Source: an optimization exercise on an open RTL-to-GDS flow (aim: small area, a short achievable clock period and few clock cycles). Production flows keep margins and buffers that such runs may drop. Only simulation tests tie the RTL to the original design; equivalence was not proved.

==> run a: inputs <==
Design kalman_fsm_3d, start of the top module:
module kalman_fsm_3d #(
    parameter DATA_WIDTH = 32,
    parameter K_SCALED = 137
)(
    input  wire clk,
    input  wire rst,
    input  wire start,
    input  wire signed [DATA_WIDTH-1:0] z_in_x,
    input  wire signed [DATA_WIDTH-1:0] z_in_y,
    input  wire signed [DATA_WIDTH-1:0] z_in_z,
    output reg signed [DATA_WIDTH-1:0] x_out_x,
    output reg signed [DATA_WIDTH-1:0] x_out_y,
    output reg signed [DATA_WIDTH-1:0] x_out_z,
    output reg done
);
    reg [31:0] x_state_x, x_state_y, x_state_z;
    reg [31:0] xp_x, xp_y, xp_z;
    wire [31:0] xpn_x, xpn_y, xpn_z;
    wire [31:0] xn_x, xn_y, xn_z;
    kalman_axis ax (.x(x_state_x), .z(z_in_x), .xp(xp_x),
                    .xp_next(xpn_x), .x_new(xn_x));
    kalman_axis ay (.x(x_state_y), .z(z_in_y), .xp(xp_y),
                    .xp_next(xpn_y), .x_new(xn_y));
    kalman_axis az (.x(x_state_z), .z(z_in_z), .xp(xp_z),
                    .xp_next(xpn_z), .x_new(xn_z));
    always @(posedge clk or posedge rst) begin
        if (rst) begin
            xp_x <= 0;
            xp_y <= 0;
            xp_z <= 0;
            done <= 1'b0;
        end else begin
            if (start && !done) begin
                done <= 1'b1;
            end else if (!start) begin
                done <= 1'b0;
            end
            if (done && !start) begin
                xp_x <= xpn_x;
                xp_y <= xpn_y;
                xp_z <= xpn_z;
            end
        end
    end
    always @(posedge clk) begin
        x_state_x <= xn_x;
        x_state_y <= xn_y;
        x_state_z <= xn_z;
    end
    always @(*) begin
        x_out_x = x_state_x;
        x_out_y = x_state_y;
        x_out_z = x_state_z;
    end
endmodule
Settings: LEC_CHECK=0, CAP_MARGIN=20, CORE_MARGIN=2, CORE_UTILIZATION=40, PLACE_DENSITY=0.6, SETUP_SLACK_MARGIN=1.5, SLEW_MARGIN=20; clock period 10.0 ns.
standard.sh (not shown) runs the stock make flow with config.mk's settings and CLKGATE_MAP_FILE= SYNTH_SCRIPT=/design/flow/synth_recipe.tcl, a recipe that flattens the netlist after the stock synthesis.
==> flow/flow/run.sh <==
#!/bin/bash
# The standard layout (the standard.sh: ORFS synthesis to finish, all
# settings from config.mk), except that the port buffers that global
# placement inserts on every input and output are the smallest buffer
# (buf_1) instead of the cell buffer_ports picks by default
# (clkdlybuf4s50_1, a delay cell).  Every port is still buffered.
# ORFS writes each tool's log under orfs/logs/; make's own output goes to
# standard.log here.
set -euo pipefail
export BUFFER_PORTS_ARGS="-buffer_cell sky130_fd_sc_hd__buf_1"
bash standard.sh > standard.log 2>&1
==> run b (differences from run a) <==
Settings changed: SETUP_SLACK_MARGIN 1.5 to 1.75.
==> notes.md <==
quantity	run b	run a
Outcome	no timing/DRC/antenna violations	no timing/DRC/antenna violations
Drt initial violations	880	928
Post-cts gate resize count	13	0
Slew of the pin with the lowest slew margin	929 ps	919 ps
M2 GR Usage	0.327	0.327
Combined area of the multi-input logic cells	23100 um^2	22800 um^2
Wire length of the first global-routing pass	116 mm	116 mm
Endpoint of the worst-slack reg-to-reg timing path	x_state_y[30]$_DFF_P_	x_state_y[29]$_DFF_P_
Number of iterations in the first detailed-routing pass	5	6
Setup fix buffers added after clock tree synthesis	1	0
Max Fclk	0.125 GHz	0.122 GHz
Utilization after layout	0.443	0.438
Multi-input combinational area share	0.698	0.698
Levels on crit path	27	33
Total vias in the final route	21800	21700
Sequential share of cell area	0.132	0.133
Worst reg2reg startpoint	xp_y[7]$_DFFE_PP0P_	xp_y[8]$_DFFE_PP0P_
Length of routed met3 wiring	3.10 mm	3.01 mm
Total of plain and repair buffers excluding clock buffers	216	202
Testbench counts of run a, summed over its fixed seeds: cycles 4,088.
Testbench counts of run b, summed over its fixed seeds: cycles 4,088.

========
==> try-xenon <==
Another version of the RTL of kalman_fsm_3d (not shown whole).
Settings: LEC_CHECK=0, ABC_CLOCK_PERIOD_IN_PS=6000, CAP_MARGIN=20, CORE_MARGIN=2, CORE_UTILIZATION=40, PLACE_DENSITY=0.6, SLEW_MARGIN=20; clock period 10.0 ns.
run.sh (not shown) runs the stock make flow with config.mk's settings and CLKGATE_MAP_FILE= SYNTH_SCRIPT=/design/flow/synth_recipe.tcl, a recipe that flattens the netlist after the stock synthesis.
Stock flow here: none of the scripts above is used.
==> inputs of try-fjord, as changes to try-xenon <==
==> flow/flow/run.sh (new file) <==
#!/bin/bash
# The standard layout (the standard.sh: ORFS synthesis to finish, all
# settings from config.mk), except that the port buffers that global
# placement inserts on every input and output are the smallest buffer
# (buf_1) instead of the cell buffer_ports picks by default
# (clkdlybuf4s50_1, a delay cell).  Every port is still buffered.
# ORFS writes each tool's log under orfs/logs/; make's own output goes to
# standard.log here.
set -euo pipefail
export BUFFER_PORTS_ARGS="-buffer_cell sky130_fd_sc_hd__buf_1"
bash standard.sh > standard.log 2>&1
==> flow/standard.sh (new file) <==
#!/bin/bash
# synth_recipe.tcl (not shown) runs the flow's synth.tcl, then flattens the netlist and writes it again
# the make line also repeats each setting of config.mk as NAME=value (left out here)
make -C /OpenROAD-flow-scripts/flow DESIGN_CONFIG=/design/flow/config.mk WORK_HOME=/design/flow/orfs CLKGATE_MAP_FILE= SYNTH_SCRIPT=/design/flow/synth_recipe.tcl "${@:-finish}"
--- a/flow/config.mk
+++ b/flow/config.mk
@@ -7,3 +7,2 @@
 export LEC_CHECK = 0
-export ABC_CLOCK_PERIOD_IN_PS = 6000
 export CAP_MARGIN = 20
@@ -12,2 +11,3 @@
 export PLACE_DENSITY = 0.6
+export SETUP_SLACK_MARGIN = 2.0
 export SLEW_MARGIN = 20
removed: flow/run.sh
==> summary.md <==
| Metric | Value |
|---|---|
| Outcome | `complete, no violations` |
| Multi-input logic portion of the cell area | `67.0%` |
| Routed metal-1 wirelength | `33.5 mm` |
| DR iter-0 viols | `939` |
| Relative slew margins | `34.0%` |
| Final worst path period need | `9.30 ns` |
| Count of plain and timing-repair buffers | `208` |
| Hold Slack | `0.495 ns` |
| Worst clock skew | `0.0140 ns` |
| Share of layout cells above drive strength 1 | `2.20%` |
| Worst Path Arrival | `9.62 ns` |
-- figures above: try-xenon

==> summary.md <==
| Metric | Value |
|---|---|
| Outcome | `complete, no violations` |
| Count of plain and timing-repair buffers | `264` |
| Routed metal-1 wirelength | `33.3 mm` |
| Relative slew margins | `42.5%` |
| Final worst path period need | `8.10 ns` |
| Multi-input logic portion of the cell area | `69.9%` |
| Worst clock skew | `0.0186 ns` |
| Worst Path Arrival | `8.47 ns` |
| Hold Slack | `0.489 ns` |
| DR iter-0 viols | `1041` |
| Share of layout cells above drive strength 1 | `8.74%` |
-- figures above: try-fjord

Testbench counts of try-xenon, summed over its fixed seeds: cycles 4,088.
Testbench counts of try-fjord, summed over its fixed seeds: cycles 4,088.

static timing again, ports no longer ideal:
The results above use ideal ports. As a check the final layouts listed here were re-extracted and re-timed, cells and wires unchanged.
Step 1 sets driving cells, clkbuf_16 on the clock port and buf_2 on the other inputs (assumed; they add their load-dependent delay and slew).
Step 2 adds t to the input delays and takes it off the output delays; t is the mean of the earliest and latest rising clock arrival at the registers after step 1. Input paths then give back, and output paths get back, about the clock's delay inside the block.
a / b / c = ideal ports / drivers / drivers and shift; a / b = the first two.
| run | t, ns | slack for setup (ns) | worst setup path at the end |
|---|---|---|---|
| run a | 0.550 | 1.781 / 1.820 / 1.269 | input to register |
| run b | 0.547 | 1.972 / 2.006 / 1.459 | input to register |
| try-xenon | 0.522 | 0.703 / 0.730 / 0.208 | input to register |
| try-fjord | 0.555 | 1.899 / 1.927 / 1.372 | input to register |
After both steps every run listed still meets setup and hold. The setup slack of try-fjord, which loses most, moves by +0.028 ns with the drivers and by -0.527 ns with both steps.
